Context: an optimization exercise on an open-source flow, tuned for small area and a short achievable clock period. The choices shown serve that exercise and are no tape-out recipe.
At most, simulation tests tie the RTL to the original design; equivalence was not proved.
No activity file was given, so power comes from the tool's default toggle rates.

## indigo
Design ipod_player, start of the top module:
module ipod_player(
    input  logic        clk,
    input  logic        reset,
    input  logic [7:0]  kbd_ascii,
    input  logic        speed_up,
    input  logic        speed_down,
    input  logic        speed_reset,
    input  logic        direction,
    input  logic [31:0] flash_readdata,
    input  logic        flash_readdatavalid,
    output logic        flash_read,
    output logic [3:0]  flash_byteenable,
    output logic [22:0] flash_address,
    output logic [15:0] audio_data,
    output logic        sample_clk
);
clock: 100.0 ns
lec_check: 0
cap_margin: 20
core_margin: 2
core_utilization: 40
cts_buf_list: sky130_fd_sc_hd__clkbuf_8
setup_slack_margin: 5
slew_margin: 20
standard.sh (not shown) runs the stock make flow with config.mk's settings and CLKGATE_MAP_FILE= SYNTH_SCRIPT=/design/flow/synth_recipe.tcl, a recipe that flattens the netlist after the stock synthesis.
==> flow/flow/run.sh <==
#!/bin/bash
# Layout flow:
#  2. the same synthesis again with the modules kept apart and each module's
#     combinational logic mapped again by ABC for area (flow/synth_remap.tcl);
#     the registers must come out exactly as in 1 (names and cell types),
#     otherwise the flow goes on with the standard synthesis;
#  3. the standard layout, with port buffers made from buf_1 and a clock
#     tree without dummy loads.
set -euo pipefail
WORK=$(pwd)
R=$WORK/orfs/results/sky130hd/ipod_player/base
LIB=$FLOW_HOME/platforms/sky130hd/lib/sky130_fd_sc_hd__tt_025C_1v80.lib
export BUFFER_PORTS_ARGS="-buffer_cell sky130_fd_sc_hd__buf_1"
CTS="-sink_clustering_enable -repair_clock_nets -buf_list sky130_fd_sc_hd__clkbuf_8 -dont_use_dummy_load"

# list of (register instance, cell type) in a netlist
regs() { grep -oE '^\s*sky130_fd_sc_hd__(df|sdf|edf)\w+\s+\S+' "$1" | awk '{print $2, $1}' | sort; }

# 1. standard synthesis
bash standard.sh synth > flow_1_synth_standard.log 2>&1
cp $R/1_2_yosys.v $WORK/netlist_standard.v
regs $WORK/netlist_standard.v > $WORK/regs_standard.txt

# 2. synthesis with re-mapping
python3 flow/genmodels.py $LIB $WORK/comb_models.v '__fa_[0-9]' > flow_2_models.log 2>&1
export REMAP_MODELS=$WORK/comb_models.v
export REMAP_ABC_SCRIPT=$WORK/flow/abc_area.script
sed "s|SYNTH_SCRIPT=[^ ]*|SYNTH_SCRIPT=$WORK/flow/synth_remap.tcl|" standard.sh > $WORK/remap_standard.sh
rm -rf $WORK/orfs
if bash remap_standard.sh synth SYNTH_HIERARCHICAL=1 > flow_3_synth_remap.log 2>&1 \
   && regs $R/1_2_yosys.v > $WORK/regs_remap.txt \
   && cmp -s $WORK/regs_standard.txt $WORK/regs_remap.txt; then
  echo "re-mapped synthesis used" > flow_choice.txt
  SH=remap_standard.sh
else
  echo "re-mapped synthesis not used; standard synthesis instead" > flow_choice.txt
  rm -rf $WORK/orfs
  bash standard.sh synth > flow_3_synth_standard_again.log 2>&1
  SH=standard.sh
fi

# 3. layout
bash $SH finish SYNTH_HIERARCHICAL=1 SETUP_SLACK_MARGIN=78.6 CTS_ARGS="$CTS" > flow_4_layout.log 2>&1
Other scripts of this flow, unchanged in this note and not shown: flow/flow/abc_area.script, flow/flow/genmodels.py, flow/flow/synth_remap.tcl
Input-level comparison between quartz and indigo:
--- a/flow/flow/run.sh
+++ b/flow/flow/run.sh
@@ -42,2 +42,2 @@
 # 3. layout
-bash $SH finish SYNTH_HIERARCHICAL=1 SETUP_SLACK_MARGIN=78.6 CTS_ARGS="$CTS" > flow_4_layout.log 2>&1
+bash $SH finish SYNTH_HIERARCHICAL=1 SETUP_SLACK_MARGIN=78.3 CTS_ARGS="$CTS" > flow_4_layout.log 2>&1
indigo has higher met1 layer usage reported by global route than quartz.
When quartz is set beside indigo, its final hold slack turns out to be 0.0059 ns larger.
Compared with indigo, quartz shows overall power that has gone down slightly.
Compared indigo against quartz; worst-case clock skew within noise.
Re number of multi-input combinational cells: quartz is 3 down on indigo.
From indigo to quartz the numbers moved as follows: utilization after layout decreased by 1.1 points relative to the old numbers; number of buffers and inverters on the critical path higher; multi-input gate share of the layout cell area closely matched the old numbers.
### quartz -> maple
--- a/flow/flow/run.sh
+++ b/flow/flow/run.sh
@@ -42,2 +42,2 @@
 # 3. layout
-bash $SH finish SYNTH_HIERARCHICAL=1 SETUP_SLACK_MARGIN=78.3 CTS_ARGS="$CTS" > flow_4_layout.log 2>&1
+bash $SH finish SYNTH_HIERARCHICAL=1 CTS_ARGS="$CTS" > flow_4_layout.log 2>&1
quartz | stages: all done | timing, DRC, antenna: all pass. maple did not stop at any stage, and its layout met the timing, DRC and antenna checks. Weighted congestion at the end of routability-driven global placement | maple above quartz. Of maple and quartz, the higher total routed wirelength belongs to quartz. Compare maple and quartz | via count of the first global-routing pass higher: quartz. Comparing maple and quartz, the lower combinational power is on maple. Going from quartz to maple, average wire per cell in the routed design dropped 0.40 um; overall global routing resource usage dropped 0.59 points.

* * *

before:
The RTL this note starts from:
==> flow/design.v <==
`default_nettype none
module rate_divider(
    input  logic clk,
    input  logic rst,
    input  logic speed_up,
    input  logic speed_down,
    input  logic speed_reset,
    output logic newclock
);
localparam logic [15:0] SAT = 16'hFFFF;
logic [15:0] mA, mP;
logic [15:0] el;       
logic        hi;       
logic        rc;
logic [15:0] WA, WP;
function automatic logic gt16(input logic [15:0] a, input logic [15:0] c);
    logic g;
    g = 1'b0;
    for (int i = 0; i < 16; i++) g = c[i] ? (a[i] & g) : (a[i] | g);
    gt16 = g;
endfunction
function automatic logic gt17(input logic [16:0] a, input logic [16:0] c);
    logic g;
    g = 1'b0;
    for (int i = 0; i < 17; i++) g = c[i] ? (a[i] & g) : (a[i] | g);
    gt17 = g;
endfunction
logic [15:0] mP_inc, mP_dec;
logic [16:0] ci, cd;
always_comb begin
    ci[0] = 1'b1;
    cd[0] = 1'b1;
    for (int i = 0; i < 16; i++) begin
        mP_inc[i] = mP[i] ^ ci[i];
        mP_dec[i] = mP[i] ^ cd[i];
        ci[i+1] = ci[i] & mP[i];
        cd[i+1] = cd[i] & ~mP[i];
    end
end
logic [15:0] mA_n;
always_comb
    if (speed_reset)     mA_n = 16'd22;
    else if (speed_up)   mA_n = mP_inc;
    else if (speed_down) mA_n = mP_dec;
    else                 mA_n = mP;
wire [15:0] e_hi = hi ? WP : 16'd0;
wire [31:0] e    = {e_hi, el};
logic [31:0] x;
logic [32:0] cx;
always_comb begin
    cx[0] = 1'b1;
    for (int i = 0; i < 32; i++) begin
        x[i] = e[i] ^ cx[i];
        cx[i+1] = cx[i] & e[i];
    end
end
wire dmax  = ~hi & ~(|el);
wire ebig  = hi;
wire xbig  = |x[31:16];    
wire [15:0] VA_s;
wire        VA_c;
rca #(16) addVA (.a(WA), .b(mA), .ci(1'b0), .s(VA_s), .co(VA_c));
wire [16:0] VA = {VA_c, VA_s};                           
wire        mA_gt25k = gt16(mA, 16'd25000);
wire        mA_gt50k = gt16(mA, 16'd50000);
wire        mP_gt50k = gt16(mP, 16'd50000);
wire        E1 = dmax ? mA_gt25k
                      : (~mA_gt50k & ~ebig & ~gt16(WA, 16'd25000) & gt17(VA, 17'd25000));
wire        E2 = dmax | (~mA_gt50k & (ebig | gt17(VA, 17'd50000)));
wire [15:0] B_s;
wire        B_c;
rca #(16) addB (.a(WP), .b(mP), .ci(1'b0), .s(B_s), .co(B_c));
wire [16:0] B = {B_c, B_s};                              
wire [16:0] Gp_s, Gm_s;
wire        Gp_c, Gm_c;
rca #(17) addGp (.a(B), .b({1'b0, e[15:0]}), .ci(1'b1), .s(Gp_s), .co(Gp_c));   
rca #(17) addGm (.a(B), .b({1'b1, ~e[15:0]}), .ci(1'b0), .s(Gm_s), .co(Gm_c));   
wire [13:0] x3_s;
wire        x3_c;
rca #(14) add3x (.a({1'b0, x[12:0]}), .b({x[12:0], 1'b0}), .ci(1'b0), .s(x3_s), .co(x3_c));
wire [12:0] x11_s;
wire        x11_c;
rca #(13) add11x (.a({1'b0, x3_c, x3_s[13:3]}), .b(x[12:0]), .ci(1'b0), .s(x11_s), .co(x11_c));
wire [16:0] x11 = {x11_c, x11_s, x3_s[2:0]};             
wire [15:0] W_rc  = mA_n[15] ? SAT : {mA_n[14:0], 1'b0};
wire [15:0] W_sr  = ((|x[31:12]) | x11[16] | x11[15]) ? SAT : {x11[14:0], 1'b0};
wire        big   = mP_gt50k | ebig;
wire        s_up  = ~speed_reset & speed_up;
wire        s_dn  = ~speed_reset & ~speed_up & speed_down;
wire        s_hd  = ~speed_reset & ~speed_up & ~speed_down;
wire [15:0] G     = ({16{s_up}} & Gp_s[15:0]) | ({16{s_dn}} & Gm_s[15:0]) | ({16{s_hd}} & B_s);
wire        G_sat = big | (s_up & (Gp_c | Gp_s[16])) | (s_dn & Gm_s[16]) | (s_hd & B_c);
wire [15:0] WA_n  = rc ? W_rc : speed_reset ? W_sr : (G | {16{G_sat}});
always_ff @(posedge clk, posedge rst)
    if (rst) begin
        mA <= 16'd22;
        mP <= 16'd22;
        el <= 16'd1;
        hi <= 1'b0;
        rc <= 1'b0;
        newclock <= 1'b0;
        WA <= 16'd22;
        WP <= 16'd22;
    end else begin
        mA <= mA_n;
        mP <= mA;
        el <= rc ? 16'd2 : x[15:0];
        hi <= ~rc & xbig;
        WA <= WA_n;
        WP <= rc ? (mA[15] ? SAT : {mA[14:0], 1'b0}) : xbig ? x[31:16] : (VA_c ? SAT : VA_s);
        if (E1) begin
            newclock <= 1'b1;
            rc <= 1'b0;
        end else if (E2) begin
            newclock <= 1'b0;
            rc <= 1'b1;
        end else begin
            rc <= 1'b0;
        end
    end
endmodule
module rca #(parameter int N = 8) (
    input  logic [N-1:0] a,
    input  logic [N-1:0] b,
    input  logic         ci,
    output logic [N-1:0] s,
    output logic         co
);
logic [N:0] c;
assign c[0] = ci;
for (genvar i = 0; i < N; i++) begin : g_bit
    assign s[i]   = a[i] ^ b[i] ^ c[i];
    assign c[i+1] = (a[i] & b[i]) | (c[i] & (a[i] ^ b[i]));
end
assign co = c[N];
endmodule
module address_gen(
    input  logic        clk,
    input  logic        rst,
    input  logic        en,
    input  logic [7:0]  kbd,
    output logic        idle,
    output logic [22:0] addr
);
localparam logic [1:0] idleFW = 2'b00, idleBW = 2'b01, FW = 2'b10, BW = 2'b11;
logic [1:0]  state;
logic [22:0] nextaddr;
wire D = (kbd == 8'h44) | (kbd == 8'h64);
wire E = (kbd == 8'h45) | (kbd == 8'h65);
wire B = (kbd == 8'h42) | (kbd == 8'h62);
wire F = (kbd == 8'h46) | (kbd == 8'h66);
wire R = (kbd == 8'h52) | (kbd == 8'h72);
assign idle = state[1];
logic [23:0] flip_up, flip_dn;
always_comb begin
    flip_up[0] = 1'b1;
    flip_dn[0] = 1'b1;
    for (int i = 1; i < 24; i++) begin
        flip_up[i] = flip_up[i-1] & addr[i-1];
        flip_dn[i] = flip_dn[i-1] & ~addr[i-1];
    end
end
wire wrapF = flip_up[19] & ~(|addr[22:19]);
wire wrapB = flip_dn[23];
wire s_iF = state == idleFW;
wire s_iB = state == idleBW;
wire s_F  = state == FW;
wire s_B  = state == BW;
wire sel_up   = (s_iF & E) | (s_iB & B) | (s_F & ~wrapF & ~R & ~B & ~D)
              | (s_B & ~wrapB & ~R & F);
wire sel_dn   = (s_F & ~wrapF & ~R & B) | (s_B & ~wrapB & ~R & ~F & ~D);
wire sel_top  = s_B & (wrapB | R);
wire sel_hold = ((s_iF | s_iB) & ~R & ~sel_up)
              | ((s_F | s_B) & ~(s_F ? wrapF : wrapB) & ~R & D);
logic [1:0] state_n;
always_comb begin
    state_n = state;
    case (state)
    idleFW: if (~R & B) state_n = idleBW;
            else if (~R & E) state_n = FW;
    idleBW: if (~R & F) state_n = idleFW;
            else if (~R & B) state_n = BW;
    FW:     if (~wrapF & ~R & B) state_n = BW;
            else if (~wrapF & ~R & D) state_n = idleFW;
    default: if (~wrapB & ~R & F) state_n = FW;
            else if (~wrapB & ~R & D) state_n = idleBW;
    endcase
end
wire        keep   = sel_up | sel_dn | sel_hold;
wire [22:0] flip   = ({23{sel_up}} & flip_up[22:0]) | ({23{sel_dn}} & flip_dn[22:0]);
wire [22:0] next_n = ({23{keep}} & (addr ^ flip)) | ({23{sel_top}} & 23'h7ffff);
always_ff @(posedge clk, posedge rst)
    if (rst) begin
        state    <= idleFW;
        nextaddr <= 23'd0;
        addr     <= 23'd0;
    end else if (en) begin
        addr     <= nextaddr;
        nextaddr <= next_n;
        state    <= state_n;
    end
endmodule
module flash_fsm(
    input  logic        clk,
    input  logic        rst,
    input  logic        direction,
    input  logic [31:0] readdata,
    input  logic        readdatavalid,
    input  logic        idle,
    input  logic        newclock1,
    output logic [15:0] audiodata,
    output logic        flash_read,
    output logic [3:0]  flash_byteenable
);
localparam logic [2:0] START = 3'b110, READ = 3'b111, WAITREAD = 3'b100,
                       PLAY1 = 3'b000, PLAY2 = 3'b001;
logic [2:0] state;
always_ff @(posedge clk, posedge rst)
    if (rst) begin
        state     <= START;
        audiodata <= 16'b0;
    end else
        case (state)
        START:    if (idle) state <= READ;
        READ:     state <= WAITREAD;
        WAITREAD: if (readdatavalid) state <= PLAY1;
        PLAY1: begin
            audiodata <= direction ? readdata[31:16] : readdata[15:0];
            if (newclock1) state <= direction ? START : PLAY2;
        end
        PLAY2: begin
            audiodata <= direction ? readdata[15:0] : readdata[31:16];
            if (newclock1) state <= START;
        end
        default:  state <= START;
        endcase
assign flash_read       = state[2];
assign flash_byteenable = {4{state[1]}};
endmodule
`default_nettype wire
`default_nettype none
module ipod_player(
    input  logic        clk,
    input  logic        reset,
    input  logic [7:0]  kbd_ascii,
    input  logic        speed_up,
    input  logic        speed_down,
    input  logic        speed_reset,
    input  logic        direction,
    input  logic [31:0] flash_readdata,
    input  logic        flash_readdatavalid,
    output logic        flash_read,
    output logic [3:0]  flash_byteenable,
    output logic [22:0] flash_address,
    output logic [15:0] audio_data,
    output logic        sample_clk
);
logic newclock1;      
logic newclock1_q;    
logic edgeclock1;     
logic idle;
rate_divider div1 (
    .clk(clk), .rst(reset),
    .speed_up(speed_up), .speed_down(speed_down), .speed_reset(speed_reset),
    .newclock(newclock1)
);
always_ff @(posedge clk, posedge reset)
    if (reset) begin
        newclock1_q <= 1'b0;
        edgeclock1  <= 1'b0;
    end else begin
        newclock1_q <= newclock1;
        edgeclock1  <= newclock1_q;
    end
address_gen addressset (
    .clk(clk), .rst(reset),
    .en(newclock1 & ~newclock1_q),
    .kbd(kbd_ascii),
    .idle(idle),
    .addr(flash_address)
);
flash_fsm flash (
    .clk(clk), .rst(reset),
    .direction(direction),
    .readdata(flash_readdata),
    .readdatavalid(flash_readdatavalid),
    .idle(idle),
    .newclock1(edgeclock1),
    .audiodata(audio_data),
    .flash_read(flash_read),
    .flash_byteenable(flash_byteenable)
);
assign sample_clk = newclock1;
endmodule
`default_nettype wire
Settings: LEC_CHECK=0, CAP_MARGIN=20, CORE_MARGIN=2, CORE_UTILIZATION=40, CTS_BUF_LIST=sky130_fd_sc_hd__clkbuf_8, SETUP_SLACK_MARGIN=5, SLEW_MARGIN=20; clock period 100.0 ns.
==> flow/flow/run.sh <==
#!/bin/bash
# Layout flow: the standard synthesis, then its combinational logic is
# mapped again by ABC with an area-oriented script (registers, their names and
# cell types are left as the standard synthesis made them), then the standard flow's
# standard layout with port buffers made from buf_1.
set -euo pipefail
WORK=$(pwd)
R=$WORK/orfs/results/sky130hd/ipod_player/base
LIB=$FLOW_HOME/platforms/sky130hd/lib/sky130_fd_sc_hd__tt_025C_1v80.lib
YOSYS=$FLOW_HOME/../tools/install/yosys/bin/yosys
export BUFFER_PORTS_ARGS="-buffer_cell sky130_fd_sc_hd__buf_1"

# 1. standard synthesis
bash standard.sh synth > flow_1_synth.log 2>&1
cp $R/1_2_yosys.v $WORK/netlist_standard.v

# 2. re-map the combinational cells (the full adders are kept as they are)
python3 flow/genmodels.py $LIB $WORK/comb_models.v '__fa_[0-9]' > flow_2_models.log 2>&1
DONT_USE=$(sed 's/^/-dont_use /' flow/dont_use.txt | tr '\n' ' ')
cat > $WORK/remap.ys <<EOS
read_liberty -lib $LIB
read_verilog $WORK/netlist_standard.v
hierarchy -top $FLOW_TOP
techmap -map $WORK/comb_models.v
opt -purge
techmap
opt -fast -purge
abc -liberty $LIB $DONT_USE -script $WORK/flow/abc_area.script
splitnets
opt_clean -purge
hilomap -singleton -hicell sky130_fd_sc_hd__conb_1 HI -locell sky130_fd_sc_hd__conb_1 LO
insbuf -buf sky130_fd_sc_hd__buf_4 A X
check -assert -mapped
stat -liberty $LIB
write_verilog -noattr -nohex -nodec $WORK/netlist_remapped.v
EOS
$YOSYS -s $WORK/remap.ys > flow_3_remap_yosys.log 2>&1
cp $WORK/netlist_remapped.v $R/1_2_yosys.v
rm -f $R/1_synth.odb

# 3. standard layout of the re-mapped netlist
bash standard.sh finish CTS_ARGS="-sink_clustering_enable -repair_clock_nets -buf_list sky130_fd_sc_hd__clkbuf_8 -dont_use_dummy_load" > flow_4_layout.log 2>&1
Other scripts of this flow, unchanged in this note and not shown: flow/flow/abc_area.script, flow/flow/dont_use.txt, flow/flow/genmodels.py
Input-level comparison between after and before:
--- a/flow/flow/run.sh
+++ b/flow/flow/run.sh
@@ -42 +42 @@
-bash standard.sh finish CTS_ARGS="-sink_clustering_enable -repair_clock_nets -buf_list sky130_fd_sc_hd__clkbuf_8 -dont_use_dummy_load" > flow_4_layout.log 2>&1
+bash standard.sh finish SETUP_SLACK_MARGIN=78.3 CTS_ARGS="-sink_clustering_enable -repair_clock_nets -buf_list sky130_fd_sc_hd__clkbuf_8 -dont_use_dummy_load" > flow_4_layout.log 2>&1
==> results.txt <==
Routed metal-1 wire length is higher on after. Compared to before, after has proportion of power drawn by the clock network 0.4 points lower. before → after: worst setup slack now sits higher, fraction of met3 tracks used by global routing now sits lower, register-to-register slack now sits higher, total wire length after detailed routing now sits higher, global-route wire length before repair now sits higher. Taking before as the reference, in after die area barely changed, met2 layer wire length in the routed design went up by 1100 um, hold slack ~0 delta.
No run of this note included a check of the RTL's function; only the layout flow was run.

-- separate check: timing with driven ports --
No port has a modelled driver above. Below, the same layouts with a new extraction and two added sets of constraints. Step 1 assumes that a clkbuf_16 drives the clock port and a buf_2 every other input. Step 2, shift: input delay + t, output delay - t, t = (earliest + latest rising clock arrival at the registers) / 2. This alone moves slack from input paths to output paths. Three values: ideal, step 1, step 2; two values: the first two.
run	shift t [ns]	setup WS [ns]	worst setup path after step 2	worst register clock-pin slew, ns
indigo	0.489	78.645 / 78.639 / 78.150	input to register	0.10 / 0.10
quartz	0.489	78.400 / 78.417 / 77.928	input to register	0.10 / 0.10
maple	0.489	78.078 / 78.096 / 77.607	input to register	0.10 / 0.10
before	0.495	76.440 / 76.466 / 75.971	input to register	0.10 / 0.10
after	0.479	76.941 / 76.955 / 76.477	input to register	0.09 / 0.09
After both steps every run listed still meets setup and hold. The setup slack of indigo, which loses most, moves by -0.006 ns with the drivers and by -0.495 ns with both steps.
